Background: an optimization exercise with open tools, aiming at small area, a short achievable clock period and few clock cycles per item. Do not read the settings as production practice. At most, simulation tests tie the RTL to the original design; equivalence was not proved. For runs 2 to 8, only the layout was checked, not whether the RTL still works.

## run.sh

```bash
#!/bin/bash
# synth_recipe.tcl (not shown) runs the flow's synth.tcl, then flattens the netlist and writes it again
# the make line also repeats each setting of config.mk as NAME=value (left out here)
make -C /OpenROAD-flow-scripts/flow DESIGN_CONFIG=/design/flow/config.mk WORK_HOME=/design/flow/orfs CLKGATE_MAP_FILE= SYNTH_SCRIPT=/design/flow/synth_recipe.tcl finish
```

## config.mk

```make
export PLATFORM = sky130hd
export DESIGN_NAME = modulo_sec
export DESIGN_NICKNAME = modulo_sec
export VERILOG_FILES = /design/flow/design.v
export SDC_FILE = /design/flow/constraint.sdc
export NUM_CORES = 4
export LEC_CHECK = 0
export CAP_MARGIN = 20
export CORE_MARGIN = 2
export CORE_UTILIZATION = 40
export SLEW_MARGIN = 20
```

## constraint.sdc

```tcl
create_clock -name core_clock -period 4.0 [get_ports {clk}]
set_input_delay 0.8000 -clock core_clock [delete_from_list [all_inputs] [get_ports {clk}]]
set_output_delay 0.8000 -clock core_clock [all_outputs]
set_load 0.01 [all_outputs]
```

## design.v

```verilog
module modulo_sec#(
  parameter SIZE = 16,
  parameter CALCULATION_OUT = 1'b0 )(
  input clk,
  input rst,
  input [(SIZE-1):0] divident,
  input [(SIZE-1):0] divisor,
  input start,
  output done,
  output [(SIZE-1):0] remainder);
  reg calculating;  
  wire negativeRes;
  reg [(SIZE-1):0] stepVal, divisor_reg;
  wire [(SIZE-1):0] stepRes;
  assign done = ~calculating;
  assign remainder = (done) ? stepVal : {SIZE{CALCULATION_OUT}};
  assign {negativeRes, stepRes} = {1'b0, stepVal} - {1'b0, divisor_reg};
  always@(posedge clk)
    begin
      if(start & done)
        begin
          stepVal <= divident;
        end
      else
        begin
          stepVal <= (~negativeRes & calculating) ? stepRes : stepVal;
        end
    end
  always@(posedge clk)
    begin
      divisor_reg <= (done) ? divisor : divisor_reg;
    end
  always@(posedge clk or posedge rst)
    begin
      if(rst)
        begin
          calculating <= 1'b0;
        end
      else
        begin
          case(calculating)
            1'b0:
              begin
                calculating <= start;
              end
            1'b1:
              begin
                calculating <= ~negativeRes;
              end
          endcase
        end
    end
endmodule
```

==> results of run 1 <==
-- kinds of logic after synthesis --
kind of cell	after synthesis	synth area share (%)
compound gates	69	21.6
xor+xnor	3	1.15
fa+ha+maj	17	9.63
buf+inv	31	5.36
flops	33	43.1
mux	2	0.875
simple gates	85	18.3
-- per-layer routing --
| metal | share of wire (%) | global-route usage, % |
|---|---|---|
| met2 | 47 | 30.3 |
| met3 | 4.3 | 3.73 |
| met5 | 0 | 0 |
| met4 | 1.7 | 6.55 |
| met1 | 47 | 25.9 |
-- through the flow --
stage	cells	hold WS [ps]	setup WS, ps
2_1_floorplan	240	529	1110
3_3_place_gp	358	646	1280
3_5_place_dp	358	659	1250
4_1_cts	366	642	1390
5_1_grt	366	646	1270
6_report	366	650	1410
-- cell usage in the layout (no fill, tap or decap), types with 4 or more instances in the layout --
| cell | count |
|---|---|
| nand3_1 | 4 |
| o22ai_1 | 4 |
| buf_4 | 4 |
| nor2b_1 | 17 |
| ha_1 | 16 |
| o21ai_0 | 7 |
| and3_1 | 4 |
| a21o_1 | 4 |
| inv_1 | 22 |
| a211oi_1 | 7 |
| edfxtp_1 | 32 |
| clkbuf_8 | 5 |
| nor3_1 | 7 |
| nor2_1 | 25 |
| o21a_1 | 7 |
| a21oi_1 | 13 |
| nand2_1 | 17 |
| clkdlybuf4s50_1 | 51 |
-- critical path, delay by kind of cell (launching register included) --
| family | cells | cell delay, ps |
|---|---|---|
| AO/OA/AOI/OAI | 4 | 790 |
| adder cells (fa/ha/maj) | 2 | 630 |
| buffers and inverters | 2 | 340 |
| flip-flops | 1 | 320 |
| AND/OR/NAND/NOR | 1 | 180 |
-- worst min-delay path by stage --
stage | startpoint | end | slack [ps]
finish | rst | calculating$_DFF_PP0_ | 650
CTS | rst | calculating$_DFF_PP0_ | 640
global placement | divisor_reg[0]$_DFFE_PN_ | stepVal[0]$_DFFE_PP_ | 650
detailed placement | divisor_reg[0]$_DFFE_PN_ | stepVal[0]$_DFFE_PP_ | 660
global route | rst | calculating$_DFF_PP0_ | 650
floorplan | rst | calculating$_DFF_PP0_ | 530
-- area by class of cell --
cell class | instances | area (µm²) | area share [%]
well taps | 72 | 90.1 | 3.05
repair buffers | 55 | 541 | 18.3
flip-flops and latches | 33 | 986 | 33.3
inverters | 22 | 82.6 | 2.79
multi-input cells | 176 | 1180 | 39.8
clock buffers | 8 | 80.1 | 2.71
==> impl_metrics.env, run 1 <==
export IMPL_rrSetupSlack_ps=1410
export IMPL_grt_pass1_vias=1982
export IMPL_numPortBuffers=51
export IMPL_cts_setup_buffers=0
export IMPL_maxSlewHeadroom_pct=49.2
export IMPL_worst_pin_slew_ps=760
export IMPL_cts_num_sinks=33
export IMPL_synthTopCellsByCount="edfxtp_1 (32), nor2_1 (25), inv_1 (22)"
export IMPL_fin_area_um2=2960
export IMPL_synth_edff_count=32
export IMPL_drc=0
export IMPL_min_period_ps=2590
export IMPL_dieHeight_um=79.6
export IMPL_synthArstFlopShare_pct=3.03
export IMPL_rsz0062_at_grt="false"
export IMPL_io_pins=52
export IMPL_r2r_end="stepVal[7]$_DFFE_PP_"
export IMPL_syn_nets=292
export IMPL_finalCritPeriodShare_pct=64.7
export IMPL_root_buffer="clkbuf_8"
export IMPL_max_clock_freq_mhz=386
export IMPL_vias_per_cell=5.32
export IMPL_synth_largest_area_cell="edfxtp_1"
export IMPL_report_final_slew_viol_count=0
export IMPL_clk_insertion_delay_late_ps=290
export IMPL_clockBufferDepth=2
export IMPL_cp_arrival_ps=2560
export IMPL_die_x_um=79.6
export IMPL_drv_cap=0
export IMPL_critPathKind="flip-flop to flip-flop"
export IMPL_final_util_pct=53.7
export IMPL_yosysUniqueCellTypes=50
export IMPL_ys_seq_area_share_pct=43.1
export IMPL_nets=345
export IMPL_crit_path_start="stepVal[0]$_DFFE_PP_"
export IMPL_ctsHoldBuffers=0
export IMPL_grt_max_degree=23
export IMPL_dieArea_um2=6340
export IMPL_core_area_um2=5510
export IMPL_place_area_um2=2880
export IMPL_crit_chain="inv_1 -> ha_1 -> fa_1 -> nor2b_1 -> o31a_1 -> o31ai_1 -> a21oi_1 -> a2bb2oi_1 -> buf_4"
export IMPL_wirelength_mm=5.45
export IMPL_drt_pass1_iterations=4
export IMPL_drtIter0Drc=123
export IMPL_clk_pin_slew_ps=60
export IMPL_endpoint="stepVal[7]$_DFFE_PP_"
export IMPL_ctsResizeCount=0
export IMPL_syn_to_final_growth_pct=29.3
export IMPL_drive_above_1_share_pct=5.10
export IMPL_yosysMostFrequentCell="edfxtp_1"
export IMPL_routedWlPerCell_um=14.9
export IMPL_crit_path_start_kind="flip-flop"
export IMPL_fillCellCount=529
export IMPL_synth_top_cell_area_share_pct=42.0
export IMPL_worst_path_largest_cell_delay_ps=410
export IMPL_antenna_cells=0
export IMPL_std_cell_rows=27
export IMPL_cts_buffers=5
export IMPL_cp_slowest_cell="fa_1"
export IMPL_start_util_pct=41.5
export IMPL_worst_r2r_cell_count=9
export IMPL_grt_antenna_before_repair=0
export IMPL_end_kind="flip-flop"
export IMPL_finalClockSkew_ps=9.30
export IMPL_via_count=1948
export IMPL_grt_overflow=0
export IMPL_hold_violations=0
export IMPL_cts_htree_levels=2
export IMPL_yosys_top_cells_area="edfxtp_1 (42%), ha_1 (8.8%), nor2b_1 (4.6%)"
export IMPL_yosysWarnings=1
export IMPL_rr_startpoint="stepVal[0]$_DFFE_PP_"
export IMPL_finalSetupTns_ps=0
export IMPL_syn_cell_area_um2=2290
export IMPL_grt_pass1_wl_mm=9.28
export IMPL_cts_tree="built"
export IMPL_worstPathMaxFanout=17
export IMPL_synth_seq_cells=33
export IMPL_globalplace_congestion=0.816
export IMPL_synth_ff_type="edfxtp_1"
export IMPL_cp_required_ps=3970
export IMPL_drtAntennaViolNets=0
export IMPL_min_path_type="input pin to async pin"
export IMPL_post_dp_hpwl_mm=3.96
export IMPL_avgSynthCellArea_um2=9.53
export IMPL_grtUsageTotal_pct=19.1
export IMPL_status="timing/DRC/antenna clean"
export IMPL_setup_violations=0
export IMPL_synthCells=240
Testbench counts, summed over its fixed seeds: cycles 864,721, items 1,280.
==> run 2: changes to the inputs <==
==> design.v (replaced) <==
module modulo_sec#(
  parameter SIZE = 16,
  parameter CALCULATION_OUT = 1'b0 )(
  input clk,
  input rst,
  input [(SIZE-1):0] divident,
  input [(SIZE-1):0] divisor,
  input start,
  output done,
  output [(SIZE-1):0] remainder);
  localparam CW = $clog2(SIZE);
  function [CW-1:0] lzc;
    input [SIZE-1:0] v;
    integer i;
    begin
      lzc = SIZE-1;
      for (i = 0; i < SIZE; i = i + 1)
        if (v[i]) lzc = SIZE-1-i;
    end
  endfunction
  reg busy;
  reg [SIZE-1:0] rem_reg, div_reg;
  reg [CW-1:0] cnt;
  assign done = ~busy;
  assign remainder = rem_reg;
  wire [CW-1:0] lz_a = lzc(divident);
  wire [CW-1:0] lz_b = lzc(divisor);
  wire [CW:0] shift = {1'b0, lz_b} - {1'b0, lz_a};
  wire [SIZE:0] diff = {1'b0, rem_reg} - {1'b0, div_reg};
  always @(posedge clk) begin
    if (busy) begin
      if (~diff[SIZE])
        rem_reg <= diff[SIZE-1:0];
      div_reg <= div_reg >> 1;
      cnt <= cnt - 1'b1;
    end else begin
      if (start)
        rem_reg <= divident;
      div_reg <= divisor << shift[CW-1:0];
      cnt <= shift[CW-1:0];
    end
  end
  always @(posedge clk or posedge rst) begin
    if (rst)
      busy <= 1'b0;
    else if (busy)
      busy <= |cnt;
    else
      busy <= start & ~shift[CW];
  end
endmodule
==> impl_metrics.env, run 2 <==
export IMPL_ctsResizeCount=0
export IMPL_cts_setup_buffers=0
export IMPL_layout_common_cells="clkdlybuf4s50_1 (51), inv_1 (37), nand2_1 (35), a21oi_1 (30), nor2_1 (26)"
export IMPL_dieHeight_um=94.1
export IMPL_ctsHoldBuffers=0
export IMPL_place_ws_ps=-200
export IMPL_grt_pass1_wl_mm=13.6
export IMPL_synthTopCellsByCount="inv_1 (37), nand2_1 (35), a21oi_1 (30)"
export IMPL_clk_insertion_delay_late_ps=290
export IMPL_syn_cell_area_um2=3250
export IMPL_dp_cells=533
export IMPL_synth_largest_area_cell="edfxtp_1"
export IMPL_whs_path_depth=1
export IMPL_rr_startpoint="rem_reg[0]$_DFFE_PP_"
export IMPL_max_clock_freq_mhz=268
export IMPL_ys_seq_area_share_pct=27.9
export IMPL_post_dp_hpwl_mm=6.61
export IMPL_wirelength_mm=8.22
export IMPL_nets=497
export IMPL_setup_slack_ps=272
export IMPL_yosysUniqueCellTypes=60
export IMPL_yosysWarnings=1
export IMPL_drive_above_1_share_pct=12.5
export IMPL_stdcell_count=541
export IMPL_worst_path_largest_cell_delay_ps=480
export IMPL_grt_overflow=0
export IMPL_via_count=2936
export IMPL_routedWlPerCell_um=15.2
export IMPL_hold_violations=0
export IMPL_grtUsageTotal_pct=19.5
export IMPL_antenna_cells=0
export IMPL_vias_per_cell=5.43
export IMPL_grt_pass1_vias=2821
export IMPL_synthCells=375
export IMPL_clockBufferDepth=2
export IMPL_synthArstFlopShare_pct=2.70
export IMPL_crit_buf_inv=3
export IMPL_path_delay_family="compound AO/OA/AOI/OAI gates"
export IMPL_cp_slowest_cell="clkdlybuf4s50_1"
export IMPL_drc=0
export IMPL_finalCritPeriodShare_pct=93.2
export IMPL_rsz0062_at_grt="false"
export IMPL_min_period_ps=3730
export IMPL_cts_htree_levels=2
export IMPL_yosysMostFrequentCell="inv_1"
export IMPL_cts_num_sinks=37
export IMPL_worst_pin_slew_ps=594
export IMPL_min_path_type="flip-flop to flip-flop"
export IMPL_synth_top_cell_area_share_pct=14.8
export IMPL_worstPathMaxFanout=20
export IMPL_report_final_slew_viol_count=0
export IMPL_syn_nets=434
export IMPL_grt_antenna_before_repair=0
export IMPL_avgSynthCellArea_um2=8.66
export IMPL_cts_tree="built"
export IMPL_crit_path_start_kind="input pin"
export IMPL_min_from="cnt[0]$_DFF_P_"
export IMPL_start_util_pct=41.6
export IMPL_io_pins=52
export IMPL_yosys_top_cells_area="edfxtp_1 (15%), dfxtp_1 (12%), ha_1 (8.5%)"
export IMPL_worst_r2r_cell_count=10
export IMPL_synth_ff_type="dfxtp_1"
export IMPL_final_common_cell="clkdlybuf4s50_1"
export IMPL_clk_pin_slew_ps=80
export IMPL_synth_edff_count=16
export IMPL_root_buffer="clkbuf_8"
export IMPL_maxSlewHeadroom_pct=60.4
export IMPL_crit_top_cell="a21oi_1"
export IMPL_status="timing/DRC/antenna clean"
export IMPL_critPathKind="input pin to flip-flop"
export IMPL_drtIter0Drc=133
export IMPL_core_area_um2=7810
export IMPL_cts_buffers=5
export IMPL_r2r_end="rem_reg[8]$_DFFE_PP_"
export IMPL_end_kind="flip-flop"
export IMPL_finalSetupTns_ps=0
export IMPL_drv_cap=0
export IMPL_numPortBuffers=51
export IMPL_crit_chain="clkdlybuf4s50_1 -> inv_1 -> a21oi_1 -> o21bai_1 -> a21oi_1 -> o31ai_1 -> a221oi_1 -> ha_1 -> fa_1 -> buf_12 -> o21ai_1 -> nor2_1 -> a21oi_1 -> a211oi_2"
export IMPL_dieArea_um2=8850
export IMPL_synth_seq_cells=37
export IMPL_rrSetupSlack_ps=1450
export IMPL_drt_pass1_iterations=4
export IMPL_cp_arrival_ps=3890
export IMPL_setup_violations=0
export IMPL_cp_required_ps=4160
export IMPL_finalClockSkew_ps=8.45
export IMPL_syn_to_final_growth_pct=26.6
export IMPL_globalplace_congestion=0.957
export IMPL_grt_max_degree=55
export IMPL_std_cell_rows=32
export IMPL_hold_end="cnt[0]$_DFF_P_"
export IMPL_die_x_um=94.1
export IMPL_drtAntennaViolNets=0
==> run 2: worst max path at each step <==
stage           startpoint                     end  slack, ps  cells after the start
2_1_floorplan   divisor[2]     div_reg[12]$_DFF_P_        720                     14
3_3_place_gp   divident[2]  div_reg[15]$_SDFF_PP0_       -210                     14
3_5_place_dp   divident[2]  div_reg[15]$_SDFF_PP0_       -200                     14
4_1_cts        divident[2]  div_reg[15]$_SDFF_PP0_        120                     14
5_1_grt        divident[3]  div_reg[15]$_SDFF_PP0_         50                     15
6_report       divident[2]  div_reg[15]$_SDFF_PP0_        270                     14
==> run 2: cells by family (layout without fill, tap and decap cells) <==
kind of cell,Yosys count,count (layout),share of synthesized area [%]
xor gates and xnor gates,13,13,4.43
AOI/OAI and AO/OA,105,105,21.6
DFF,37,37,27.9
muxes,39,39,14.6
and+or+nand+nor,106,106,15.1
buffers and inverters,51,115,6.67
adders and majority gates,24,24,9.71
==> run 2: metal layers <==
metal,global-route usage (%),routed length [µm]
met1,25.8,3930
met2,33.6,3950
met3,2.81,288
met4,4.11,59
met5,0,0
==> run 2: per-stage QoR <==
step / instance area, µm² / hold WS [ps] / util (%)
finish: 4110 / 476 / 52.6
global route: 4110 / 495 / 52.6
CTS: 4110 / 479 / 52.6
detailed placement: 3980 / 463 / 50.9
global placement: 3980 / 446 / 50.9
floorplan: 3250 / 425 / -
==> run 2: final cells by class <==
| cell class | count | area (µm²) |
|---|---|---|
| Clock buffer | 6 | 93.8 |
| Tap cell | 102 | 128 |
| Sequential cell | 37 | 907 |
| Clock inverter | 2 | 38.8 |
| Fill cell | 759 | 3700 |
| Inverter | 37 | 139 |
| Multi-Input combinational cell | 287 | 2120 |
| Timing Repair Buffer | 70 | 678 |
==> run 2: worst register-to-register path: stages, from the launching register on <==
cell,delay (ps)
edfxtp_1,350
inv_1,50
ha_1,220
fa_1,390
nand2b_1,210
a21oi_2,250
o31ai_4,110
nand2_1,140
a21oi_1,110
o21ai_1,120
buf_4,270
==> run 3: changes to the inputs <==
--- a/design.v
+++ b/design.v
@@ -28,3 +28,4 @@
   wire [CW:0] shift = {1'b0, lz_b} - {1'b0, lz_a};
-  wire [SIZE:0] diff = {1'b0, rem_reg} - {1'b0, div_reg};
+  wire [SIZE-1:0] step_div = div_reg << cnt;
+  wire [SIZE:0] diff = {1'b0, rem_reg} - {1'b0, step_div};
   always @(posedge clk) begin
@@ -33,3 +34,2 @@
         rem_reg <= diff[SIZE-1:0];
-      div_reg <= div_reg >> 1;
       cnt <= cnt - 1'b1;
@@ -38,3 +38,3 @@
         rem_reg <= divident;
-      div_reg <= divisor << shift[CW-1:0];
+      div_reg <= divisor;
       cnt <= shift[CW-1:0];
==> impl_metrics.env, run 3 <==
export IMPL_status="timing/DRC/antenna clean"
export IMPL_grt_overflow=0
export IMPL_fillCellCount=732
export IMPL_rr_startpoint="cnt[0]$_DFF_P_"
export IMPL_synth_top_cell_area_share_pct=30.5
export IMPL_std_cell_rows=32
export IMPL_maxSlewHeadroom_pct=48.2
export IMPL_cp_required_ps=4060
export IMPL_grt_max_degree=30
export IMPL_critPathKind="flip-flop to flip-flop"
export IMPL_syn_cell_area_um2=3150
export IMPL_drc=0
export IMPL_worstPathMaxFanout=9
export IMPL_io_pins=52
export IMPL_grt_antenna_before_repair=0
export IMPL_finalClockSkew_ps=10.2
export IMPL_hold_violations=0
export IMPL_worst_pin_slew_ps=766
export IMPL_antenna_cells=0
export IMPL_numPortBuffers=51
export IMPL_drv_cap=0
export IMPL_cts_tree="built"
export IMPL_setup_slack_ps=423
export IMPL_clk_insertion_delay_late_ps=300
export IMPL_synthTopCellsByCount="edfxtp_1 (32), nand2_1 (32), o21ai_0 (29)"
export IMPL_avgSynthCellArea_um2=9.59
export IMPL_synthArstFlopShare_pct=2.70
export IMPL_ctsResizeCount=0
export IMPL_nets=439
export IMPL_yosysUniqueCellTypes=56
export IMPL_grtUsageTotal_pct=18.3
export IMPL_worst_r2r_cell_count=11
export IMPL_synth_edff_count=32
export IMPL_ff_latch_area_um2=1070
export IMPL_cp_arrival_ps=3640
export IMPL_report_final_slew_viol_count=0
export IMPL_drive_above_1_share_pct=12.1
export IMPL_grt_pass1_wl_mm=12.3
export IMPL_multi_input_area_um2=1930
export IMPL_syn_nets=387
export IMPL_wirelength_mm=7.54
export IMPL_layout_common_cells="clkdlybuf4s50_1 (51), nand2_1 (32), edfxtp_1 (32), o21ai_0 (29), a21oi_1 (23)"
export IMPL_via_count=2637
export IMPL_cts_htree_levels=2
export IMPL_clockBufferDepth=2
export IMPL_dieArea_um2=8590
export IMPL_root_buffer="clkbuf_8"
export IMPL_start_util_pct=40.9
export IMPL_finalCritPeriodShare_pct=89.4
export IMPL_synthCells=328
export IMPL_place_ws_ps=462
export IMPL_synth_ff_type="edfxtp_1"
export IMPL_syn_to_final_growth_pct=22.3
export IMPL_cts_buffers=5
export IMPL_rsz0062_at_grt="false"
export IMPL_yosysWarnings=1
export IMPL_vias_per_cell=5.46
export IMPL_cts_setup_buffers=0
export IMPL_min_path_type="input pin to async pin"
export IMPL_clk_pin_slew_ps=90
export IMPL_min_period_ps=3580
export IMPL_die_x_um=92.7
export IMPL_finalSetupTns_ps=0
export IMPL_core_area_um2=7690
export IMPL_yosys_top_cells_area="edfxtp_1 (31%), ha_1 (8.8%), mux2_2 (5.4%)"
export IMPL_synth_largest_area_cell="edfxtp_1"
export IMPL_final_common_cell="clkdlybuf4s50_1"
export IMPL_ys_seq_area_share_pct=33.9
export IMPL_grt_pass1_vias=2559
export IMPL_post_dp_hpwl_mm=5.86
export IMPL_max_clock_freq_mhz=280
export IMPL_rrSetupSlack_ps=420
export IMPL_drtAntennaViolNets=0
export IMPL_drt_pass1_iterations=4
export IMPL_crit_path_start_kind="flip-flop"
export IMPL_cts_num_sinks=37
export IMPL_ctsHoldBuffers=0
export IMPL_globalplace_congestion=0.810
export IMPL_setup_violations=0
export IMPL_synth_seq_cells=37
export IMPL_end_kind="flip-flop"
export IMPL_dieHeight_um=92.7
export IMPL_r2r_end="rem_reg[11]$_DFFE_PP_"
export IMPL_drtIter0Drc=140
export IMPL_routedWlPerCell_um=15.6
-- run 3: changes by cell type after synthesis, moves of 6 or more --
| cell | before | now |
|---|---|---|
| o31ai_1 | 10 | 3 |
| inv_1 | 37 | 16 |
| dfxtp_1 | 20 | 4 |
| a21oi_1 | 30 | 23 |
| nand3_1 | 16 | 5 |
| edfxtp_1 | 16 | 32 |
| nand2b_1 | 6 | 12 |
| nor2_1 | 26 | 17 |
| o21ai_0 | 23 | 29 |
| mux2_2 | 8 | 15 |
| mux2i_1 | 25 | 15 |
-- run 3: kinds of logic after synthesis --
family          count (synthesis)  share of synthesized area [%]
simple gates                   95                           14.6
compound gates                 93                           18.6
xor+xnor                       11                           3.06
flops                          37                           33.9
fa+ha+maj                      24                           10.0
mux                            37                           14.9
buf+inv                        31                           4.85
-- run 3: how the worst max path moves through the flow --
stage	startpoint	slack, ps	endpoint
global placement	cnt[0]$_DFF_P_	540	rem_reg[11]$_DFFE_PP_
floorplan	cnt[0]$_DFF_P_	420	rem_reg[0]$_DFFE_PP_
CTS	cnt[0]$_DFF_P_	410	rem_reg[12]$_DFFE_PP_
finish	cnt[0]$_DFF_P_	420	rem_reg[11]$_DFFE_PP_
global route	cnt[0]$_DFF_P_	120	rem_reg[12]$_DFFE_PP_
detailed placement	cnt[0]$_DFF_P_	460	rem_reg[11]$_DFFE_PP_
-- run 3: worst max-delay path: stages (launching register included) --
cell and delay, ps:
dfxtp_1 590, clkinv_1 350, and3_1 270, mux2_2 260
o21ai_0 350, ha_1 380, a21o_1 220, nand2_1 70
o21ai_0 130, a311oi_2 360, nor4b_1 90, a211o_1 270
-- run 3: area by class of cell --
type | count | area share [%]
clock inverter | 3 | 0.586
tap | 102 | 3.32
multi-input combinational | 260 | 50.1
timing repair buffer | 59 | 14.8
clock buffer | 5 | 1.79
inverter | 17 | 1.66
sequential | 37 | 27.7
-- run 3: stage by stage --
| step | hold WS, ps | area (µm²) | instances | utilization [%] |
|---|---|---|---|---|
| after floorplan | 529 | 3150 | 328 | - |
| after global placement | 636 | 3750 | 475 | 48.8 |
| after detailed placement | 639 | 3750 | 475 | 48.8 |
| after CTS | 645 | 3850 | 483 | 50.0 |
| after global routing | 640 | 3850 | 483 | 50.0 |
| final | 642 | 3850 | 483 | 50.0 |
-- run 3: per-layer routing --
layer,GRT usage (%),part of all wire [%]
met5,0,0
met4,5.39,1.8
met3,3.09,5.2
met2,31.3,48
met1,23.7,45
==> run 4: changes to the inputs <==
--- a/config.mk
+++ b/config.mk
@@ -10,2 +10,3 @@
 export CORE_UTILIZATION = 40
+export SETUP_SLACK_MARGIN = 1.0
 export SLEW_MARGIN = 20
==> impl_metrics.env, run 4 <==
export IMPL_grt_max_degree=30
export IMPL_start_util_pct=40.9
export IMPL_drc=0
export IMPL_syn_cell_area_um2=3150
export IMPL_synthCells=328
export IMPL_avgSynthCellArea_um2=9.59
export IMPL_cts_num_sinks=37
export IMPL_crit_path_start_kind="flip-flop"
export IMPL_drive_above_1_share_pct=33.9
export IMPL_cp_arrival_ps=3070
export IMPL_nets=474
export IMPL_antenna_cells=0
export IMPL_cts_htree_levels=2
export IMPL_place_area_um2=3800
export IMPL_yosys_top_cells_area="edfxtp_1 (31%), ha_1 (8.8%), mux2_2 (5.4%)"
export IMPL_crit_top_cell="o21ai_2"
export IMPL_yosysUniqueCellTypes=56
export IMPL_drv_cap=0
export IMPL_rsz0062_at_grt="true"
export IMPL_synthTopCellsByCount="edfxtp_1 (32), nand2_1 (32), o21ai_0 (29)"
export IMPL_min_path_type="input pin to async pin"
export IMPL_root_buffer="clkbuf_8"
export IMPL_stdcell_count=518
export IMPL_min_period_ps=3000
export IMPL_status="timing/DRC/antenna clean"
export IMPL_drt_pass1_iterations=4
export IMPL_synth_ff_type="edfxtp_1"
export IMPL_ys_seq_area_share_pct=33.9
export IMPL_cts_tree="built"
export IMPL_final_common_cell="clkdlybuf4s50_1"
export IMPL_synthArstFlopShare_pct=2.70
export IMPL_synth_seq_cells=37
export IMPL_worst_pin_slew_ps=629
export IMPL_grtUsageTotal_pct=20.9
export IMPL_globalplace_congestion=0.901
export IMPL_finalCritPeriodShare_pct=75.0
export IMPL_clk_insertion_delay_late_ps=300
export IMPL_std_cell_rows=32
export IMPL_dieArea_um2=8590
export IMPL_core_area_um2=7690
export IMPL_hold_violations=0
export IMPL_synth_edff_count=32
export IMPL_finalSetupTns_ps=0
export IMPL_dp_cells=475
export IMPL_worstPathMaxFanout=7
export IMPL_cts_buffers=5
export IMPL_timing_hold_ws_ps=622
export IMPL_syn_nets=387
export IMPL_crit_chain="mux2_2 -> mux2i_1 -> o21ai_2 -> nand2b_1 -> ha_4 -> a21oi_2 -> o21ai_2 -> a31o_4 -> a211oi_4 -> nand2b_4 -> a31oi_4 -> buf_6 -> buf_16"
export IMPL_maxSlewHeadroom_pct=57.5
export IMPL_dieHeight_um=92.7
export IMPL_path_delay_family="compound AO/OA/AOI/OAI gates"
export IMPL_report_final_slew_viol_count=0
export IMPL_synth_top_cell_area_share_pct=30.5
export IMPL_grt_antenna_before_repair=0
export IMPL_setup_violations=0
export IMPL_vias_per_cell=5.54
export IMPL_grt_overflow=0
export IMPL_clk_pin_slew_ps=80
export IMPL_drtAntennaViolNets=0
export IMPL_end_kind="flip-flop"
export IMPL_finalClockSkew_ps=2.35
export IMPL_grt_pass1_vias=2830
export IMPL_die_x_um=92.7
export IMPL_grt_pass1_wl_mm=13.9
export IMPL_io_pins=52
export IMPL_max_clock_freq_mhz=333
export IMPL_cp_required_ps=4070
export IMPL_synth_largest_area_cell="edfxtp_1"
export IMPL_crit_buf_inv=2
export IMPL_syn_to_final_growth_pct=45.9
export IMPL_post_dp_hpwl_mm=6.00
export IMPL_clockBufferDepth=2
export IMPL_worst_path_largest_cell_delay_ps=480
export IMPL_cp_slowest_cell="edfxtp_1"
export IMPL_critPathKind="flip-flop to flip-flop"
export IMPL_routedWlPerCell_um=16.7
export IMPL_fin_area_um2=4590
export IMPL_via_count=2872
export IMPL_layout_common_cells="clkdlybuf4s50_1 (41), buf_4 (35), edfxtp_1 (32), nand2_1 (31), inv_1 (16)"
export IMPL_numPortBuffers=51
export IMPL_wirelength_mm=8.68
export IMPL_yosysWarnings=1
export IMPL_drtIter0Drc=163
==> run 4: cell counts after synthesis <==
Identical to the previous run, type by type.
==> run 4: path summary, 6_finish.rpt <==
kind / start / to / slack [ps] / cells after the start
max: div_reg[7]$_DFFE_PN_ / rem_reg[1]$_DFFE_PP_ / 1000 / 13
min: rst / busy$_DFF_PP0_ / 620 / 2
max reg2reg: div_reg[7]$_DFFE_PN_ / rem_reg[1]$_DFFE_PP_ / 1000 / 13
min reg2reg: cnt[0]$_DFF_P_ / cnt[0]$_DFF_P_ / 640 / 2
max in group asynchronous: rst / busy$_DFF_PP0_ / 3290 / 2
min in group core_clock: cnt[0]$_DFF_P_ / cnt[0]$_DFF_P_ / 640 / 2
==> run 4: area by class of cell <==
class	count	area, µm²
fill	687	3100
multi-input combinational	260	2320
sequential	37	1070
timing repair buffer	94	915
tap	102	128
clock buffer	6	72.6
inverter	17	65.1
clock inverter	2	15.0
==> run 4: routing by layer <==
| metal | up-vias | track usage (%) | wire (µm) |
|---|---|---|---|
| li1 | 1404 | - | - |
| met1 | 1367 | 27.4 | 3760 |
| met2 | 87 | 35.9 | 4250 |
| met3 | 14 | 2.60 | 495 |
| met4 | 0 | 6.62 | 172 |
| met5 | - | 0 | 0 |
==> run 4: worst reg2reg max path, delay by kind of cell (launching register included) <==
family	cells	cell delay, ps
AO/OA/AOI/OAI	6	890
multiplexers	2	540
flip-flops	1	480
AND/OR/NAND/NOR	2	330
buffers and inverters	2	280
adder cells (fa/ha/maj)	1	240
==> run 4: timing repair <==
item	4_1_cts	5_1_grt
hold buffers	0	0
setup buffers	27	7
endpoints found under the setup margin	27	26
cloned	1	0
gates resized for setup	65	43
pin swaps	24	28
hold endpoints to repair	0	0
==> run 4: stage by stage <==
step           setup slack, ps  util, %
2_1_floorplan             1030        -
3_3_place_gp               431     49.4
3_5_place_dp               415     49.4
4_1_cts                    983     56.7
5_1_grt                    883     59.7
6_report                   998     59.7
==> run 4: logic make-up after synthesis <==
| group | Yosys count | share of synthesized area, % |
|---|---|---|
| flip-flops | 37 | 33.9 |
| AO/OA/AOI/OAI | 93 | 18.6 |
| adder cells (fa/ha/maj) | 24 | 10.0 |
| multiplexers | 37 | 14.9 |
| AND/OR/NAND/NOR | 95 | 14.6 |
| buffers and inverters | 31 | 4.85 |
| XOR/XNOR | 11 | 3.06 |
==> run 5: changes to the inputs <==
--- a/design.v
+++ b/design.v
@@ -20,3 +20,3 @@
   endfunction
-  reg busy;
+  reg busy, align;
   reg [SIZE-1:0] rem_reg, div_reg;
@@ -28,10 +28,5 @@
   wire [CW:0] shift = {1'b0, lz_b} - {1'b0, lz_a};
-  wire [SIZE-1:0] step_div = div_reg << cnt;
-  wire [SIZE:0] diff = {1'b0, rem_reg} - {1'b0, step_div};
+  wire [SIZE:0] diff = {1'b0, rem_reg} - {1'b0, div_reg};
   always @(posedge clk) begin
-    if (busy) begin
-      if (~diff[SIZE])
-        rem_reg <= diff[SIZE-1:0];
-      cnt <= cnt - 1'b1;
-    end else begin
+    if (~busy) begin
       if (start)
@@ -40,2 +35,11 @@
       cnt <= shift[CW-1:0];
+      align <= |shift[CW-1:0];
+    end else if (align) begin
+      div_reg <= div_reg << cnt;
+      align <= 1'b0;
+    end else begin
+      if (~diff[SIZE])
+        rem_reg <= diff[SIZE-1:0];
+      div_reg <= div_reg >> 1;
+      cnt <= cnt - 1'b1;
     end
@@ -45,6 +49,6 @@
       busy <= 1'b0;
-    else if (busy)
+    else if (~busy)
+      busy <= start & ~shift[CW];
+    else if (~align)
       busy <= |cnt;
-    else
-      busy <= start & ~shift[CW];
   end
--- a/config.mk
+++ b/config.mk
@@ -10,3 +10,2 @@
 export CORE_UTILIZATION = 40
-export SETUP_SLACK_MARGIN = 1.0
 export SLEW_MARGIN = 20
==> impl_metrics.env, run 5 <==
export IMPL_yosysMostFrequentCell="nand2_1"
export IMPL_crit_path_start="divident[2]"
export IMPL_numPortBuffers=51
export IMPL_finalClockSkew_ps=7.37
export IMPL_worst_r2r_cell_count=9
export IMPL_clk_insertion_delay_late_ps=300
export IMPL_synth_ff_type="edfxtp_1"
export IMPL_yosysWarnings=1
export IMPL_cts_setup_buffers=0
export IMPL_hold_violations=0
export IMPL_drtAntennaViolNets=0
export IMPL_yosysUniqueCellTypes=64
export IMPL_max_clock_freq_mhz=327
export IMPL_post_dp_hpwl_mm=7.50
export IMPL_wirelength_mm=9.78
export IMPL_use_met2_pct=36.7
export IMPL_end_kind="flip-flop"
export IMPL_synthArstFlopShare_pct=2.63
export IMPL_synth_edff_count=22
export IMPL_antenna_cells=0
export IMPL_drtIter0Drc=211
export IMPL_cp_arrival_ps=3230
export IMPL_syn_cell_area_um2=3370
export IMPL_cp_slowest_cell="clkdlybuf4s50_1"
export IMPL_avgSynthCellArea_um2=8.48
export IMPL_syn_nets=457
export IMPL_grtUsageTotal_pct=22.4
export IMPL_clk_pin_slew_ps=90
export IMPL_via_count=3202
export IMPL_synthCells=398
export IMPL_ys_seq_area_share_pct=29.2
export IMPL_core_area_um2=8220
export IMPL_dieHeight_um=95.9
export IMPL_grt_pass1_vias=3073
export IMPL_syn_to_final_growth_pct=18.7
export IMPL_cts_tree="built"
export IMPL_start_util_pct=41.1
export IMPL_worstPathMaxFanout=2
export IMPL_nets=496
export IMPL_worst_pin_slew_ps=837
export IMPL_top_usage_layer="met2"
export IMPL_worst_path_largest_cell_delay_ps=480
export IMPL_io_pins=52
export IMPL_die_x_um=95.9
export IMPL_critPathKind="input pin to flip-flop"
export IMPL_crit_chain="clkdlybuf4s50_1 -> inv_1 -> a21oi_1 -> o21bai_1 -> a21oi_1 -> o21ai_0 -> a221oi_1 -> ha_1 -> inv_1 -> fa_1 -> xor2_1 -> nor3b_1 -> a21oi_1"
export IMPL_min_period_ps=3060
export IMPL_maxSlewHeadroom_pct=44.2
export IMPL_root_buffer="clkbuf_8"
export IMPL_yosys_top_cells_area="edfxtp_1 (20%), dfxtp_1 (8.9%), ha_1 (8.2%)"
export IMPL_rrSetupSlack_ps=1090
export IMPL_cts_buffers=5
export IMPL_synth_seq_cells=38
export IMPL_drt_pass1_iterations=5
export IMPL_vias_per_cell=5.90
export IMPL_setup_violations=0
export IMPL_rsz0062_at_grt="false"
export IMPL_cts_htree_levels=2
export IMPL_clockBufferDepth=2
export IMPL_ctsHoldBuffers=0
export IMPL_globalplace_congestion=0.923
export IMPL_final_common_cell="clkdlybuf4s50_1"
export IMPL_grt_overflow=0
export IMPL_grt_max_degree=57
export IMPL_drive_above_1_share_pct=7.53
export IMPL_status="timing/DRC/antenna clean"
export IMPL_crit_path_start_kind="input pin"
export IMPL_finalCritPeriodShare_pct=76.5
export IMPL_std_cell_rows=33
export IMPL_routedWlPerCell_um=18.0
export IMPL_report_final_slew_viol_count=0
export IMPL_cts_num_sinks=38
export IMPL_layout_common_cells="clkdlybuf4s50_1 (51), nand2_1 (35), nor2_1 (33), inv_1 (32), a21oi_1 (30)"
export IMPL_crit_top_cell="a21oi_1"
export IMPL_endpoint="align$_SDFF_PP0_"
export IMPL_drv_cap=0
export IMPL_finalSetupTns_ps=0
export IMPL_use_met1_pct=30.8
export IMPL_final_util_pct=48.7
export IMPL_drc=0
export IMPL_synthTopCellsByCount="nand2_1 (35), nor2_1 (33), inv_1 (32)"
export IMPL_cp_required_ps=4170
export IMPL_r2r_end="rem_reg[0]$_DFFE_PP_"
export IMPL_grt_pass1_wl_mm=15.6
export IMPL_min_path_type="input pin to async pin"
export IMPL_grt_antenna_before_repair=0
export IMPL_grt_use_met3_pct=2.98
export IMPL_rr_startpoint="rem_reg[0]$_DFFE_PP_"
export IMPL_ctsResizeCount=0
export IMPL_synth_largest_area_cell="edfxtp_1"
export IMPL_dieArea_um2=9190
export IMPL_synth_top_cell_area_share_pct=19.6
-- run 5: cell count changes after synthesis, sizes merged, moves of 5 or more --
cell    change
a21oi       +7
o211ai      +6
dfxtp      +11
inv        +17
mux2        -5
a221oi     +10
nor2       +16
o21a        +5
mux2i       +6
nand2b      -7
edfxtp     -10
o21ai       -5
clkbuf      +6
-- run 5: worst min path at each step --
stage                     depth (start not counted)  slack, ps            endpoint
after floorplan                                   1        530      busy$_DFF_PP0_
after CTS                                         2        620      busy$_DFF_PP0_
after detailed placement                          2        610  div_reg[2]$_DFF_P_
after global routing                              2        620      busy$_DFF_PP0_
final                                             2        620      busy$_DFF_PP0_
after global placement                            2        610  div_reg[2]$_DFF_P_
-- run 5: final cells by class --
class | instances | area [µm²]
fillers | 812 | 4210
multi-input cells | 306 | 2160
flip-flops and latches | 38 | 986
repair buffers | 53 | 526
well taps | 105 | 131
inverters | 33 | 124
clock buffers | 6 | 72.6
clock inverters | 2 | 10.0
-- run 5: cell families (layout without fill, tap and decap cells) --
family,count (synthesis),count (layout),synth area share (%)
simple gates,117,117,16.2
xor+xnor,12,12,3.11
flops,38,38,29.2
fa+ha+maj,24,24,9.34
mux,34,34,11.2
compound gates,119,119,24.0
buf+inv,54,94,6.90
-- run 5: critical path, delay by kind of cell --
family	cells	cell delay, ps
and+or+nand+nor	1	210
buffers and inverters	3	590
adders and majority gates	2	580
xor gates and xnor gates	1	180
AOI/OAI and AO/OA	6	880
-- run 5: routing by layer --
metal  part of all wire [%]  up-vias
li1                       -     1542
met1                     47     1538
met2                     46      108
met3                    5.4       14
met4                    1.6        0
met5                      0        -
-- run 5: metrics by stage --
step           worst slack (ps)  cells  hold slack, ps  instance area [µm²]
6_report                    940    543             618                 4010
5_1_grt                     677    543             617                 4010
4_1_cts                     903    543             618                 4010
3_5_place_dp                580    535             615                 3920
3_3_place_gp                627    535             605                 3920
2_1_floorplan              1360    398             529                 3370
==> run 6: changes to the inputs <==
--- a/config.mk
+++ b/config.mk
@@ -7,2 +7,3 @@
 export LEC_CHECK = 0
+export ABC_CLOCK_PERIOD_IN_PS = 2000
 export CAP_MARGIN = 20
==> impl_metrics.env, run 6 <==
export IMPL_avgSynthCellArea_um2=8.48
export IMPL_cts_num_sinks=38
export IMPL_drc=0
export IMPL_synthArstFlopShare_pct=2.63
export IMPL_syn_nets=457
export IMPL_rr_startpoint="rem_reg[0]$_DFFE_PP_"
export IMPL_clockBufferDepth=2
export IMPL_grt_antenna_before_repair=0
export IMPL_vias_per_cell=5.90
export IMPL_finalClockSkew_ps=7.37
export IMPL_yosysUniqueCellTypes=64
export IMPL_cts_setup_buffers=0
export IMPL_status="timing/DRC/antenna clean"
export IMPL_cp_required_ps=4170
export IMPL_synth_seq_cells=38
export IMPL_synthTopCellsByCount="nand2_1 (35), nor2_1 (33), inv_1 (32)"
export IMPL_grt_pass1_vias=3073
export IMPL_report_final_slew_viol_count=0
export IMPL_final_common_cell="clkdlybuf4s50_1"
export IMPL_ctsResizeCount=0
export IMPL_finalCritPeriodShare_pct=76.5
export IMPL_grt_overflow=0
export IMPL_synth_largest_area_cell="edfxtp_1"
export IMPL_worstPathMaxFanout=2
export IMPL_drv_cap=0
export IMPL_critPathKind="input pin to flip-flop"
export IMPL_nets=496
export IMPL_grtUsageTotal_pct=22.4
export IMPL_cts_htree_levels=2
export IMPL_numPortBuffers=51
export IMPL_routedWlPerCell_um=18.0
export IMPL_max_clock_freq_mhz=327
export IMPL_min_path_type="input pin to async pin"
export IMPL_die_x_um=95.9
export IMPL_place_area_um2=3920
export IMPL_yosys_top_cells_area="edfxtp_1 (20%), dfxtp_1 (8.9%), ha_1 (8.2%)"
export IMPL_std_cell_rows=33
export IMPL_synth_xor_area_share_pct=3.11
export IMPL_yosysWarnings=1
export IMPL_end_kind="flip-flop"
export IMPL_antenna_cells=0
export IMPL_rrSetupSlack_ps=1090
export IMPL_syn_to_final_growth_pct=18.7
export IMPL_dieHeight_um=95.9
export IMPL_synthCells=398
export IMPL_ys_seq_area_share_pct=29.2
export IMPL_synth_top_cell_area_share_pct=19.6
export IMPL_grt_pass1_wl_mm=15.6
export IMPL_dieArea_um2=9190
export IMPL_yosysMostFrequentCell="nand2_1"
export IMPL_cts_tree="built"
export IMPL_synth_ff_type="edfxtp_1"
export IMPL_setup_violations=0
export IMPL_synth_mux_area_share_pct=11.2
export IMPL_root_buffer="clkbuf_8"
export IMPL_fillCellCount=812
export IMPL_clk_insertion_delay_late_ps=300
export IMPL_synth_top_family_by_area="compound AO/OA/AOI/OAI gates"
export IMPL_hold_violations=0
export IMPL_syn_cell_area_um2=3370
export IMPL_drtIter0Drc=211
export IMPL_drive_above_1_share_pct=7.53
export IMPL_layout_common_cells="clkdlybuf4s50_1 (51), nand2_1 (35), nor2_1 (33), inv_1 (32), a21oi_1 (30)"
export IMPL_r2r_end="rem_reg[0]$_DFFE_PP_"
export IMPL_min_period_ps=3060
export IMPL_core_area_um2=8220
export IMPL_synth_fa_ha_area_share_pct=9.34
export IMPL_io_pins=52
export IMPL_ctsHoldBuffers=0
export IMPL_finalSetupTns_ps=0
export IMPL_synthSimpleGateAreaFrac_pct=16.2
export IMPL_start_util_pct=41.1
export IMPL_cts_buffers=5
export IMPL_rsz0062_at_grt="false"
export IMPL_fin_area_um2=4010
export IMPL_globalplace_congestion=0.923
export IMPL_crit_path_start_kind="input pin"
export IMPL_drtAntennaViolNets=0
export IMPL_worst_pin_slew_ps=837
export IMPL_drt_pass1_iterations=5
export IMPL_clk_pin_slew_ps=90
export IMPL_post_dp_hpwl_mm=7.50
export IMPL_worst_r2r_cell_count=9
export IMPL_grt_max_degree=57
export IMPL_synth_compound_area_share_pct=24.0
export IMPL_maxSlewHeadroom_pct=44.2
export IMPL_cp_arrival_ps=3230
export IMPL_wirelength_mm=9.78
export IMPL_via_count=3202
export IMPL_synth_edff_count=22
run 6: worst max-delay path by stage:
stage,startpoint,endpoint,slack (ps),cells after the start
4_1_cts,divident[2],align$_SDFF_PP0_,900,13
5_1_grt,divident[3],cnt[3]$_DFFE_PP_,680,12
3_3_place_gp,divident[2],busy$_DFF_PP0_,630,14
2_1_floorplan,divident[5],cnt[3]$_DFFE_PP_,1360,10
6_report,divident[2],align$_SDFF_PP0_,940,13
3_5_place_dp,divident[2],align$_SDFF_PP0_,580,13
run 6: final cells by class:
class	instances	area (µm²)	area share (%)
multi-input combinational	306	2160	53.8
sequential	38	986	24.6
timing repair buffer	53	526	13.1
tap	105	131	3.28
inverter	33	124	3.09
clock buffer	6	72.6	1.81
clock inverter	2	10.0	0.250
run 6: metrics by stage:
stage               utilization (%)  instances  hold slack [ps]  setup WS (ps)
detailed placement             47.7        535              615            580
CTS                            48.7        543              618            903
floorplan                         -        398              529           1360
global route                   48.7        543              617            677
global placement               47.7        535              605            627
finish                         48.7        543              618            940
run 6: cell families after synthesis:
family                     Yosys count
muxes                               34
AOI/OAI and AO/OA                  119
xor gates and xnor gates            12
buffers and inverters               54
adders and majority gates           24
DFF                                 38
and+or+nand+nor                    117
run 6: per-layer routing:
| layer | up-vias | share of wire [%] | track usage [%] |
|---|---|---|---|
| li1 | 1542 | - | - |
| met1 | 1538 | 47 | 30.8 |
| met2 | 108 | 46 | 36.7 |
| met3 | 14 | 5.4 | 2.98 |
| met4 | 0 | 1.6 | 6.43 |
| met5 | - | 0 | 0 |
run 6: worst max-delay path, cell delays in order:
cell and delay (ps):
clkdlybuf4s50_1 480, inv_1 50, a21oi_1 160, o21bai_1 90, a21oi_1 170, o21ai_0 110
a221oi_1 260, ha_1 190, inv_1 60, fa_1 390, xor2_1 180, nor3b_1 210
a21oi_1 90
==> run 7: changes to the inputs <==
--- a/config.mk
+++ b/config.mk
@@ -7,3 +7,3 @@
 export LEC_CHECK = 0
-export ABC_CLOCK_PERIOD_IN_PS = 2000
+export ABC_CLOCK_PERIOD_IN_PS = 2800
 export CAP_MARGIN = 20
==> impl_metrics.env, run 7 <==
export IMPL_ctsResizeCount=0
export IMPL_min_path_type="input pin to async pin"
export IMPL_setup_violations=0
export IMPL_cts_tree="built"
export IMPL_drt_pass1_iterations=5
export IMPL_clockBufferDepth=2
export IMPL_synth_ff_type="edfxtp_1"
export IMPL_min_period_ps=3060
export IMPL_maxSlewHeadroom_pct=44.2
export IMPL_drive_above_1_share_pct=7.53
export IMPL_drv_cap=0
export IMPL_crit_chain="clkdlybuf4s50_1 -> inv_1 -> a21oi_1 -> o21bai_1 -> a21oi_1 -> o21ai_0 -> a221oi_1 -> ha_1 -> inv_1 -> fa_1 -> xor2_1 -> nor3b_1 -> a21oi_1"
export IMPL_cts_htree_levels=2
export IMPL_synth_edff_count=22
export IMPL_grt_pass1_wl_mm=15.6
export IMPL_layout_common_cells="clkdlybuf4s50_1 (51), nand2_1 (35), nor2_1 (33), inv_1 (32), a21oi_1 (30)"
export IMPL_grt_pass1_vias=3073
export IMPL_routedWlPerCell_um=18.0
export IMPL_grt_antenna_before_repair=0
export IMPL_cts_setup_buffers=0
export IMPL_yosysMostFrequentCell="nand2_1"
export IMPL_wirelength_mm=9.78
export IMPL_synth_mux_area_share_pct=11.2
export IMPL_finalSetupTns_ps=0
export IMPL_rrSetupSlack_ps=1090
export IMPL_numPortBuffers=51
export IMPL_cts_num_sinks=38
export IMPL_critPathKind="input pin to flip-flop"
export IMPL_clk_pin_slew_ps=90
export IMPL_crit_top_cell="a21oi_1"
export IMPL_report_final_slew_viol_count=0
export IMPL_ctsHoldBuffers=0
export IMPL_antenna_cells=0
export IMPL_worst_r2r_cell_count=9
export IMPL_post_dp_hpwl_mm=7.50
export IMPL_synth_seq_cells=38
export IMPL_synth_xor_area_share_pct=3.11
export IMPL_crit_path_start_kind="input pin"
export IMPL_root_buffer="clkbuf_8"
export IMPL_worst_path_largest_cell_delay_ps=480
export IMPL_final_common_cell="clkdlybuf4s50_1"
export IMPL_hold_violations=0
export IMPL_grt_overflow=0
export IMPL_syn_to_final_growth_pct=18.7
export IMPL_cts_buffers=5
export IMPL_yosysUniqueCellTypes=64
export IMPL_synth_top_family_by_area="compound AO/OA/AOI/OAI gates"
export IMPL_crit_path_start="divident[2]"
export IMPL_rr_startpoint="rem_reg[0]$_DFFE_PP_"
export IMPL_finalCritPeriodShare_pct=76.5
export IMPL_synth_top_cell_area_share_pct=19.6
export IMPL_yosysWarnings=1
export IMPL_synth_compound_area_share_pct=24.0
export IMPL_start_util_pct=41.1
export IMPL_via_count=3202
export IMPL_dieHeight_um=95.9
export IMPL_clk_insertion_delay_late_ps=300
export IMPL_die_x_um=95.9
export IMPL_worstPathMaxFanout=2
export IMPL_endpoint="align$_SDFF_PP0_"
export IMPL_cp_arrival_ps=3230
export IMPL_path_delay_family="compound AO/OA/AOI/OAI gates"
export IMPL_synthArstFlopShare_pct=2.63
export IMPL_std_cell_rows=33
export IMPL_end_kind="flip-flop"
export IMPL_vias_per_cell=5.90
export IMPL_worst_pin_slew_ps=837
export IMPL_fillCellCount=812
export IMPL_ys_seq_area_share_pct=29.2
export IMPL_cp_required_ps=4170
export IMPL_syn_cell_area_um2=3370
export IMPL_status="timing/DRC/antenna clean"
export IMPL_globalplace_congestion=0.923
export IMPL_synth_largest_area_cell="edfxtp_1"
export IMPL_synthSimpleGateAreaFrac_pct=16.2
export IMPL_cp_slowest_cell="clkdlybuf4s50_1"
export IMPL_synthTopCellsByCount="nand2_1 (35), nor2_1 (33), inv_1 (32)"
export IMPL_crit_buf_inv=3
export IMPL_r2r_end="rem_reg[0]$_DFFE_PP_"
export IMPL_grtUsageTotal_pct=22.4
export IMPL_finalClockSkew_ps=7.37
export IMPL_dieArea_um2=9190
export IMPL_rsz0062_at_grt="false"
export IMPL_core_area_um2=8220
export IMPL_drc=0
export IMPL_avgSynthCellArea_um2=8.48
export IMPL_timing_hold_ws_ps=618
export IMPL_cp_num_cells=13
export IMPL_synth_fa_ha_area_share_pct=9.34
export IMPL_syn_nets=457
export IMPL_max_clock_freq_mhz=327
export IMPL_drtIter0Drc=211
export IMPL_yosys_top_cells_area="edfxtp_1 (20%), dfxtp_1 (8.9%), ha_1 (8.2%)"
export IMPL_synthCells=398
export IMPL_drtAntennaViolNets=0
export IMPL_nets=496
export IMPL_grt_max_degree=57
export IMPL_io_pins=52
## run 7: area by class of cell
class	instances	area [µm²]	share of cell area [%]
Clock inverter	2	10.0	0.250
Clock buffer	6	72.6	1.81
Tap cell	105	131	3.28
Sequential cell	38	986	24.6
Multi-Input combinational cell	306	2160	53.8
Timing Repair Buffer	53	526	13.1
Inverter	33	124	3.09
## run 7: kinds of logic (layout without fill, tap and decap cells)
kind of cell               Yosys count  in the layout
adders and majority gates           24             24
DFF                                 38             38
muxes                               34             34
AOI/OAI and AO/OA                  119            119
buffers and inverters               54             94
and+or+nand+nor                    117            117
xor gates and xnor gates            12             12
## run 7: worst min-delay path by stage
stage,startpoint,to,slack (ps),cells past startpoint
5_1_grt,rst,busy$_DFF_PP0_,620,2
3_5_place_dp,div_reg[3]$_DFF_P_,div_reg[2]$_DFF_P_,610,2
6_report,rst,busy$_DFF_PP0_,620,2
2_1_floorplan,rst,busy$_DFF_PP0_,530,1
3_3_place_gp,div_reg[3]$_DFF_P_,div_reg[2]$_DFF_P_,610,2
4_1_cts,rst,busy$_DFF_PP0_,620,2
## run 7: worst reg2reg max path: stages, from the launching register on
cell and delay (ps):
edfxtp_1 350, inv_1 50, ha_1 220, fa_1 380
nand2b_1 210, a21oi_2 210, o211ai_2 140, a21o_1 260
a21oi_1 180, o221a_2 540
## run 7: metrics by stage
stage               instance area [µm²]  util, %  worst slack [ps]  instances
CTS                                4010     48.7               903        543
floorplan                          3370        -              1360        398
global placement                   3920     47.7               627        535
detailed placement                 3920     47.7               580        535
finish                             4010     48.7               940        543
global route                       4010     48.7               677        543
## run 7: per-layer routing
layer / GRT usage (%) / up-vias / routed length [µm]
met3: 2.98 / 14 / 529
met1: 30.8 / 1538 / 4600
li1: - / 1542 / -
met4: 6.43 / 0 / 152
met2: 36.7 / 108 / 4500
met5: 0 / - / 0
==> run 8: changes to the inputs <==
==> flow/run.sh (new file) <==
#!/bin/bash
# The standard layout, with plain buf_1 cells (not delay cells) as the port buffers.
set -euo pipefail
bash standard.sh BUFFER_PORTS_ARGS="-buffer_cell sky130_fd_sc_hd__buf_1" finish > standard.log 2>&1
==> standard.sh (new file) <==
#!/bin/bash
# synth_recipe.tcl (not shown) runs the flow's synth.tcl, then flattens the netlist and writes it again
# the make line also repeats each setting of config.mk as NAME=value (left out here)
make -C /OpenROAD-flow-scripts/flow DESIGN_CONFIG=/design/flow/config.mk WORK_HOME=/design/flow/orfs CLKGATE_MAP_FILE= SYNTH_SCRIPT=/design/flow/synth_recipe.tcl "${@:-finish}"
--- a/config.mk
+++ b/config.mk
@@ -7,3 +7,2 @@
 export LEC_CHECK = 0
-export ABC_CLOCK_PERIOD_IN_PS = 2800
 export CAP_MARGIN = 20
removed: run.sh
==> impl_metrics.env, run 8 <==
export IMPL_top_usage_layer="met2"
export IMPL_max_clock_freq_mhz=343
export IMPL_nets=496
export IMPL_worst_pin_slew_ps=860
export IMPL_numPortBuffers=51
export IMPL_drt_pass1_iterations=4
export IMPL_yosysMostFrequentCell="nand2_1"
export IMPL_dieArea_um2=9190
export IMPL_synth_ff_type="edfxtp_1"
export IMPL_drive_above_1_share_pct=7.99
export IMPL_synthTopCellsByCount="nand2_1 (35), nor2_1 (33), inv_1 (32)"
export IMPL_cp_required_ps=3940
export IMPL_ctsResizeCount=0
export IMPL_clk_pin_slew_ps=80
export IMPL_grt_overflow=0
export IMPL_drv_cap=0
export IMPL_cts_setup_buffers=0
export IMPL_cts_htree_levels=2
export IMPL_synth_largest_area_cell="edfxtp_1"
export IMPL_vias_per_cell=5.80
export IMPL_cp_arrival_ps=2860
export IMPL_finalClockSkew_ps=12.3
export IMPL_place_area_um2=3600
export IMPL_layout_common_cells="buf_1 (51), nand2_1 (35), nor2_1 (33), inv_1 (32), a21oi_1 (30)"
export IMPL_synth_top_cell_area_share_pct=19.6
export IMPL_fin_area_um2=3710
export IMPL_grt_pass1_wl_mm=15.0
export IMPL_start_util_pct=41.1
export IMPL_final_common_cell="buf_1"
export IMPL_ys_seq_area_share_pct=29.2
export IMPL_use_met1_pct=29.8
export IMPL_status="timing/DRC/antenna clean"
export IMPL_worstPathMaxFanout=16
export IMPL_setup_slack_ps=1080
export IMPL_dieHeight_um=95.9
export IMPL_syn_to_final_growth_pct=10.0
export IMPL_grt_antenna_before_repair=0
export IMPL_via_count=3150
export IMPL_min_path_type="input pin to async pin"
export IMPL_io_pins=52
export IMPL_wirelength_mm=9.53
export IMPL_clk_insertion_delay_late_ps=310
export IMPL_globalplace_congestion=0.958
export IMPL_synthArstFlopShare_pct=2.63
export IMPL_root_buffer="clkbuf_8"
export IMPL_post_dp_hpwl_mm=7.42
export IMPL_synthCells=398
export IMPL_grt_use_met3_pct=3.84
export IMPL_rsz0062_at_grt="false"
export IMPL_cts_buffers=5
export IMPL_synth_edff_count=22
export IMPL_setup_violations=0
export IMPL_min_period_ps=2920
export IMPL_clockBufferDepth=2
export IMPL_yosys_top_cells_area="edfxtp_1 (20%), dfxtp_1 (8.9%), ha_1 (8.2%)"
export IMPL_crit_path_start="rem_reg[0]$_DFFE_PP_"
export IMPL_crit_path_start_kind="flip-flop"
export IMPL_worst_r2r_cell_count=9
export IMPL_yosysWarnings=1
export IMPL_final_util_pct=45.2
export IMPL_cts_tree="built"
export IMPL_finalCritPeriodShare_pct=72.9
export IMPL_core_area_um2=8220
export IMPL_maxSlewHeadroom_pct=42.7
export IMPL_cts_num_sinks=38
export IMPL_critPathKind="flip-flop to flip-flop"
export IMPL_use_met2_pct=33.8
export IMPL_syn_cell_area_um2=3370
export IMPL_place_ws_ps=941
export IMPL_drtIter0Drc=157
export IMPL_finalSetupTns_ps=0
export IMPL_grt_pass1_vias=2959
export IMPL_rr_startpoint="rem_reg[0]$_DFFE_PP_"
export IMPL_syn_nets=457
export IMPL_end_kind="flip-flop"
export IMPL_yosysUniqueCellTypes=64
export IMPL_drtAntennaViolNets=0
export IMPL_avgSynthCellArea_um2=8.48
export IMPL_ctsHoldBuffers=0
export IMPL_r2r_end="rem_reg[14]$_DFFE_PP_"
export IMPL_grtUsageTotal_pct=21.5
export IMPL_die_x_um=95.9
export IMPL_antenna_cells=0
export IMPL_routedWlPerCell_um=17.5
export IMPL_drc=0
export IMPL_rrSetupSlack_ps=1080
export IMPL_hold_violations=0
export IMPL_synth_seq_cells=38
export IMPL_timing_hold_ws_ps=294
export IMPL_grt_max_degree=51
export IMPL_std_cell_rows=33
export IMPL_report_final_slew_viol_count=0
==> run 8: cell counts after synthesis <==
No cell type changed its count.
==> run 8: critical path: stages, from the launching register on <==
cell,delay [ps]
edfxtp_1,350
inv_1,50
ha_1,220
fa_1,390
nand2b_1,210
a21oi_2,190
o211ai_2,140
a21o_1,260
a21oi_1,200
o221a_2,540
==> run 8: cells by family after synthesis <==
kind of cell             count (synthesis)  synth area share [%]
buffers and inverters                   54                  6.90
flip-flops                              38                  29.2
multiplexers                            34                  11.2
AO/OA/AOI/OAI                          119                  24.0
XOR/XNOR                                12                  3.11
adder cells (fa/ha/maj)                 24                  9.34
AND/OR/NAND/NOR                        117                  16.2
==> run 8: metrics by stage <==
step                std cells
finish                    543
global route              543
CTS                       543
detailed placement        535
global placement          535
floorplan                 398
==> run 8: final cells by class <==
| type | count | area [µm²] |
|---|---|---|
| repair buffers | 53 | 206 |
| flip-flops and latches | 38 | 987 |
| multi-input cells | 306 | 2160 |
| clock inverters | 3 | 40.0 |
| clock buffers | 5 | 68.8 |
| inverters | 33 | 124 |
| fillers | 816 | 4500 |
| well taps | 105 | 131 |
==> run 8: how the worst max path moves through the flow <==
stage                                 end  slack, ps  depth (start not counted)
floorplan                cnt[3]$_DFFE_PP_       1360                         10
global placement           busy$_DFF_PP0_        970                         14
detailed placement         busy$_DFF_PP0_        940                         14
CTS                 rem_reg[14]$_DFFE_PP_       1080                          9
global route        rem_reg[14]$_DFFE_PP_        940                          9
finish              rem_reg[14]$_DFFE_PP_       1080                          9
==> run 8: metal layers <==
layer	up-vias	part of all wire, %
met4	0	2.2
met1	1475	47
met2	113	45
li1	1541	-
met5	-	0
met3	21	5.8

==> port drivers added, routing unchanged <==
The results above use ideal ports. As a check the final layouts listed here were re-extracted and re-timed, cells and wires unchanged.
Step 1 sets driving cells, clkbuf_16 on the clock port and buf_2 on the other inputs (assumed; they add their load-dependent delay and slew).
Step 2 also shifts input and output timing later by t, the mid clock arrival at the registers, as if the neighbouring blocks saw the same clock.
a / b / c = ideal ports / drivers / drivers and shift; a / b = the first two.
run	shift t [ns]	slack for setup (ns)	worst hold slack (ns)	worst setup path at the end	worst register clock-pin slew, ns
run 1	0.313	1.411 / 1.406 / 1.215	0.650 / 0.646 / 0.660	input to register	0.07 / 0.07
run 2	0.319	0.272 / 0.274 / -0.045	0.476 / 0.476 / 0.476	input to register	0.08 / 0.08
run 3	0.325	0.423 / 0.423 / 0.423	0.642 / 0.634 / 0.651	register to register	0.09 / 0.09
run 4	0.327	0.998 / 0.998 / 0.762	0.622 / 0.615 / 0.644	input to register	0.08 / 0.08
run 5	0.330	0.940 / 0.947 / 0.617	0.618 / 0.618 / 0.618	input to register	0.09 / 0.09
run 6	0.330	0.940 / 0.947 / 0.617	0.618 / 0.618 / 0.618	input to register	0.09 / 0.09
run 7	0.330	0.940 / 0.947 / 0.617	0.618 / 0.618 / 0.618	input to register	0.09 / 0.09
run 8	0.334	1.084 / 1.084 / 0.954	0.294 / 0.285 / 0.588	input to register	0.09 / 0.09
With both steps, setup timing fails in run 2, where it was met with ideal ports.
